Source: an optimization exercise on an open RTL-to-GDS flow (aim: small area). Production flows keep margins and buffers that such runs may drop.
Only simulation tests tie the RTL to the original design; equivalence was not proved.

==> inputs of run a <==
==> flow/design.v <==
`timescale 1ns / 1ps
module LED_flow(
  input      i_clk,                     
  input      i_rst_n,                   
  input      pause,                     
  output reg [6:0] keyboard_val,        
  output reg [7:0] keyboard             
 );
reg [1:0] cnt2;                         
reg [3:0] flag;                         
reg [23:0] flag_time;                   
reg key_clk_sec;                        
reg key_clk_sec_d;
reg [1:0] cnt;                          
reg key_clk_d;
wire key_clk  = cnt[1];                 
wire sec_tick = key_clk_sec & ~key_clk_sec_d;
wire scan_tick = key_clk & ~key_clk_d;
always @ (posedge i_clk)
   begin
     if (i_rst_n) begin
         cnt <= 2'd0;
         cnt2 <= 2'd0;
         key_clk_sec <= 1'b0;
         key_clk_sec_d <= 1'b0;
         key_clk_d <= 1'b0;
     end else begin
         cnt <= cnt + 1'b1;
         cnt2 <= (cnt2 + 1'b1) % 2'd3;
         if(cnt2 < 2'd1)
             key_clk_sec <= 1'b1;
         else
             key_clk_sec <= 1'b0;
         key_clk_sec_d <= key_clk_sec;
         key_clk_d <= key_clk;
     end
   end
always @ (posedge i_clk)
  begin
    if (i_rst_n)
        flag_time <= 24'b0;
    else if(sec_tick && !pause)
        flag_time <= (flag_time + 1'b1) % 24'd8640000;
  end
always @ (posedge i_clk)
  if (i_rst_n) begin
    flag <= 4'd0;
    keyboard <= 8'b1111_1111;
    keyboard_val <= 7'b1111111;
  end else if (scan_tick)
  begin
    flag <= (flag + 1'b1) % 4'd8;
    case(flag)
       4'h0:begin
                keyboard <= 8'b0111_1111;    
                case((flag_time / 19'd360000) / 4'd10)
                4'd0:keyboard_val <= 7'b0000001;
                4'd1:keyboard_val <= 7'b1001111;
                4'd2:keyboard_val <= 7'b0010010;
                4'd3:keyboard_val <= 7'b0000110;
                4'd4:keyboard_val <= 7'b1001100;
                4'd5:keyboard_val <= 7'b0100100;
                4'd6:keyboard_val <= 7'b0100000;
                4'd7:keyboard_val <= 7'b0001111;
                4'd8:keyboard_val <= 7'b0000000;
                4'd9:keyboard_val <= 7'b0001100;
                endcase
            end
       4'h1:begin
                keyboard <= 8'b1011_1111;    
                case((flag_time / 19'd360000) % 4'd10)
                4'd0:keyboard_val <= 7'b0000001;
                4'd1:keyboard_val <= 7'b1001111;
                4'd2:keyboard_val <= 7'b0010010;
                4'd3:keyboard_val <= 7'b0000110;
                4'd4:keyboard_val <= 7'b1001100;
                4'd5:keyboard_val <= 7'b0100100;
                4'd6:keyboard_val <= 7'b0100000;
                4'd7:keyboard_val <= 7'b0001111;
                4'd8:keyboard_val <= 7'b0000000;
                4'd9:keyboard_val <= 7'b0001100;
                endcase
            end
       4'h2:begin
                keyboard <= 8'b1101_1111;    
                case(((flag_time / 13'd6000) % 6'd60) / 4'd10)
                4'd0:keyboard_val <= 7'b0000001;
                4'd1:keyboard_val <= 7'b1001111;
                4'd2:keyboard_val <= 7'b0010010;
                4'd3:keyboard_val <= 7'b0000110;
                4'd4:keyboard_val <= 7'b1001100;
                4'd5:keyboard_val <= 7'b0100100;
                4'd6:keyboard_val <= 7'b0100000;
                4'd7:keyboard_val <= 7'b0001111;
                4'd8:keyboard_val <= 7'b0000000;
                4'd9:keyboard_val <= 7'b0001100;
                endcase
            end
       4'h3:begin
                keyboard <= 8'b1110_1111;    
                case(((flag_time / 13'd6000) % 6'd60) % 4'd10)
                4'd0:keyboard_val <= 7'b0000001;
                4'd1:keyboard_val <= 7'b1001111;
                4'd2:keyboard_val <= 7'b0010010;
                4'd3:keyboard_val <= 7'b0000110;
                4'd4:keyboard_val <= 7'b1001100;
                4'd5:keyboard_val <= 7'b0100100;
                4'd6:keyboard_val <= 7'b0100000;
                4'd7:keyboard_val <= 7'b0001111;
                4'd8:keyboard_val <= 7'b0000000;
                4'd9:keyboard_val <= 7'b0001100;
                endcase
            end
       4'h4:begin
                keyboard <= 8'b1111_0111;    
                case(((flag_time / 7'd100) % 6'd60) / 4'd10)
                4'd0:keyboard_val <= 7'b0000001;
                4'd1:keyboard_val <= 7'b1001111;
                4'd2:keyboard_val <= 7'b0010010;
                4'd3:keyboard_val <= 7'b0000110;
                4'd4:keyboard_val <= 7'b1001100;
                4'd5:keyboard_val <= 7'b0100100;
                4'd6:keyboard_val <= 7'b0100000;
                4'd7:keyboard_val <= 7'b0001111;
                4'd8:keyboard_val <= 7'b0000000;
                4'd9:keyboard_val <= 7'b0001100;
                endcase
            end
       4'h5:begin
                keyboard <= 8'b1111_1011;    
                case(((flag_time / 7'd100) % 6'd60) % 4'd10)
                4'd0:keyboard_val <= 7'b0000001;
                4'd1:keyboard_val <= 7'b1001111;
                4'd2:keyboard_val <= 7'b0010010;
                4'd3:keyboard_val <= 7'b0000110;
                4'd4:keyboard_val <= 7'b1001100;
                4'd5:keyboard_val <= 7'b0100100;
                4'd6:keyboard_val <= 7'b0100000;
                4'd7:keyboard_val <= 7'b0001111;
                4'd8:keyboard_val <= 7'b0000000;
                4'd9:keyboard_val <= 7'b0001100;
                endcase
            end
       4'h6:begin
                keyboard <= 8'b1111_1101;    
                case((flag_time % 7'd100)/4'd10)
                4'd0:keyboard_val <= 7'b0000001;
                4'd1:keyboard_val <= 7'b1001111;
                4'd2:keyboard_val <= 7'b0010010;
                4'd3:keyboard_val <= 7'b0000110;
                4'd4:keyboard_val <= 7'b1001100;
                4'd5:keyboard_val <= 7'b0100100;
                4'd6:keyboard_val <= 7'b0100000;
                4'd7:keyboard_val <= 7'b0001111;
                4'd8:keyboard_val <= 7'b0000000;
                4'd9:keyboard_val <= 7'b0001100;
                endcase
            end
       4'h7:begin
                keyboard <= 8'b1111_1110;    
                case(flag_time % 4'd10)
                4'd0:keyboard_val <= 7'b0000001;
                4'd1:keyboard_val <= 7'b1001111;
                4'd2:keyboard_val <= 7'b0010010;
                4'd3:keyboard_val <= 7'b0000110;
                4'd4:keyboard_val <= 7'b1001100;
                4'd5:keyboard_val <= 7'b0100100;
                4'd6:keyboard_val <= 7'b0100000;
                4'd7:keyboard_val <= 7'b0001111;
                4'd8:keyboard_val <= 7'b0000000;
                4'd9:keyboard_val <= 7'b0001100;
                endcase
            end
    endcase
  end
endmodule
==> flow/run.sh <==
#!/bin/bash
# synth_recipe.tcl (not shown) runs the flow's synth.tcl, then flattens the netlist and writes it again
# the make line also repeats each setting of config.mk as NAME=value (left out here)
make -C /OpenROAD-flow-scripts/flow DESIGN_CONFIG=/design/flow/config.mk WORK_HOME=/design/flow/orfs CLKGATE_MAP_FILE= SYNTH_SCRIPT=/design/flow/synth_recipe.tcl finish
==> flow/config.mk <==
export PLATFORM = sky130hd
export DESIGN_NAME = LED_flow
export DESIGN_NICKNAME = LED_flow
export VERILOG_FILES = /design/flow/design.v
export SDC_FILE = /design/flow/constraint.sdc
export NUM_CORES = 4
export LEC_CHECK = 0
export CAP_MARGIN = 20
export CORE_MARGIN = 2
export CORE_UTILIZATION = 40
export PLACE_DENSITY = 0.6
export SLEW_MARGIN = 20
==> flow/constraint.sdc <==
create_clock -name core_clock -period 25.0 [get_ports {i_clk}]
set_input_delay 5.0000 -clock core_clock [delete_from_list [all_inputs] [get_ports {i_clk}]]
set_output_delay 5.0000 -clock core_clock [all_outputs]
set_load 0.01 [all_outputs]
==> run b (differences from run a) <==
==> flow/design.v (replaced) <==
`timescale 1ns / 1ps
module LED_flow(
  input        i_clk,
  input        i_rst_n,                 
  input        pause,
  output [6:0] keyboard_val,
  output [7:0] keyboard
);
reg [1:0] tb;
wire tick = tb[0];
reg [1:0] c;
reg [2:0] f;
wire scan = c[1] & c[0];
reg [3:0] h0, h1, s0, m0, H0;
reg [2:0] s1, m1;
reg [1:0] H1;
reg [3:0] v;
wire en   = tick & ~pause;
wire h0w  = h0[3] & h0[0];              
wire h1w  = h1[3] & h1[0];
wire s0w  = s0[3] & s0[0];
wire s1w  = s1[2] & s1[0];              
wire m0w  = m0[3] & m0[0];
wire m1w  = m1[2] & m1[0];
wire Hw   = H1[1] & H0[1] & H0[0];      
wire H0w  = H0[3] & H0[0];
wire e_h1 = en & h0w;
wire e_s0 = e_h1 & h1w;
wire e_s1 = e_s0 & s0w;
wire e_m0 = e_s1 & s1w;
wire e_m1 = e_m0 & m0w;
wire e_H  = e_m1 & m1w;
always @(posedge i_clk) begin
  if (i_rst_n) begin
    tb <= 2'b00;
    c  <= 2'd1;
    f  <= 3'd0;
    v  <= 4'hF;
    h0 <= 4'd0; h1 <= 4'd0; s0 <= 4'd0; s1 <= 3'd0;
    m0 <= 4'd0; m1 <= 3'd0; H0 <= 4'd0; H1 <= 2'd0;
  end else begin
    tb <= {tb[0], ~(tb[1] | tb[0])};
    {f, c} <= {f, c} + 1'b1;
    if (scan)
      case (f)
        3'd0: v <= {2'b00, H1};
        3'd1: v <= H0;
        3'd2: v <= {1'b0, m1};
        3'd3: v <= m0;
        3'd4: v <= {1'b0, s1};
        3'd5: v <= s0;
        3'd6: v <= h1;
        3'd7: v <= h0;
      endcase
    if (en)   h0 <= h0w ? 4'd0 : h0 + 1'b1;
    if (e_h1) h1 <= h1w ? 4'd0 : h1 + 1'b1;
    if (e_s0) s0 <= s0w ? 4'd0 : s0 + 1'b1;
    if (e_s1) s1 <= s1w ? 3'd0 : s1 + 1'b1;
    if (e_m0) m0 <= m0w ? 4'd0 : m0 + 1'b1;
    if (e_m1) m1 <= m1w ? 3'd0 : m1 + 1'b1;
    if (e_H) begin
      if (Hw) begin
        H0 <= 4'd0; H1 <= 2'd0;
      end else if (H0w) begin
        H0 <= 4'd0; H1 <= H1 + 1'b1;
      end else
        H0 <= H0 + 1'b1;
    end
  end
end
wire blank = v[3] & v[2];
wire [2:0] shown = f - 1'b1;
assign keyboard = blank ? 8'hFF : ~(8'h80 >> shown);
wire [111:0] seg_tbl = {
  7'b1111111, 7'b1111111, 7'b1111111, 7'b1111111, 7'b1111111, 7'b1111111,
  7'b0001100, 7'b0000000, 7'b0001111, 7'b0100000, 7'b0100100,
  7'b1001100, 7'b0000110, 7'b0010010, 7'b1001111, 7'b0000001};
assign keyboard_val = seg_tbl[v*7 +: 7];
endmodule
==> results.yml <==
detailed_routing:
  routedWlPerCell_um: 18.5
  firstDrtPassIters: 6
status:
  status: "complete, no violations"
cells_and_area:
  reg_top3: "flag_time x24, keyboard x8, keyboard_val x7"
-- figures above: run a

==> results.yml <==
die:
  num_rows: 27
timing:
  holdWs_ns: 0.389
detailed_routing:
  firstDrtPassIters: 5
status:
  status: "complete, no violations"
-- figures above: run b

-- afterwards: timing with drivers on the ports --
No port has a modelled driver above. Below, the same layouts with a new extraction and two added sets of constraints.
Step 1 (the two cells are an assumption about what drives the block):
set clk [get_ports {i_clk}]
set_driving_cell -lib_cell sky130_fd_sc_hd__clkbuf_16 $clk
set_driving_cell -lib_cell sky130_fd_sc_hd__buf_2 [delete_from_list [all_inputs] $clk]
Step 2 adds t to the input delays and takes it off the output delays; t is the mean of the earliest and latest rising clock arrival at the registers after step 1. Input paths then give back, and output paths get back, about the clock's delay inside the block.
a / b / c = ideal / step 1 / step 2; a / b = the first two.
run	t (ns)	slack for setup (ns)	clock arrival spread, ns	slew at the worst register clock pin (ns)
run a	0.349	1.366 / 1.366 / 1.366	0.013 / 0.012	0.08 / 0.08
run b	0.315	17.838 / 17.811 / 18.126	0.006 / 0.006	0.07 / 0.07
After both steps every run listed still meets setup and hold.
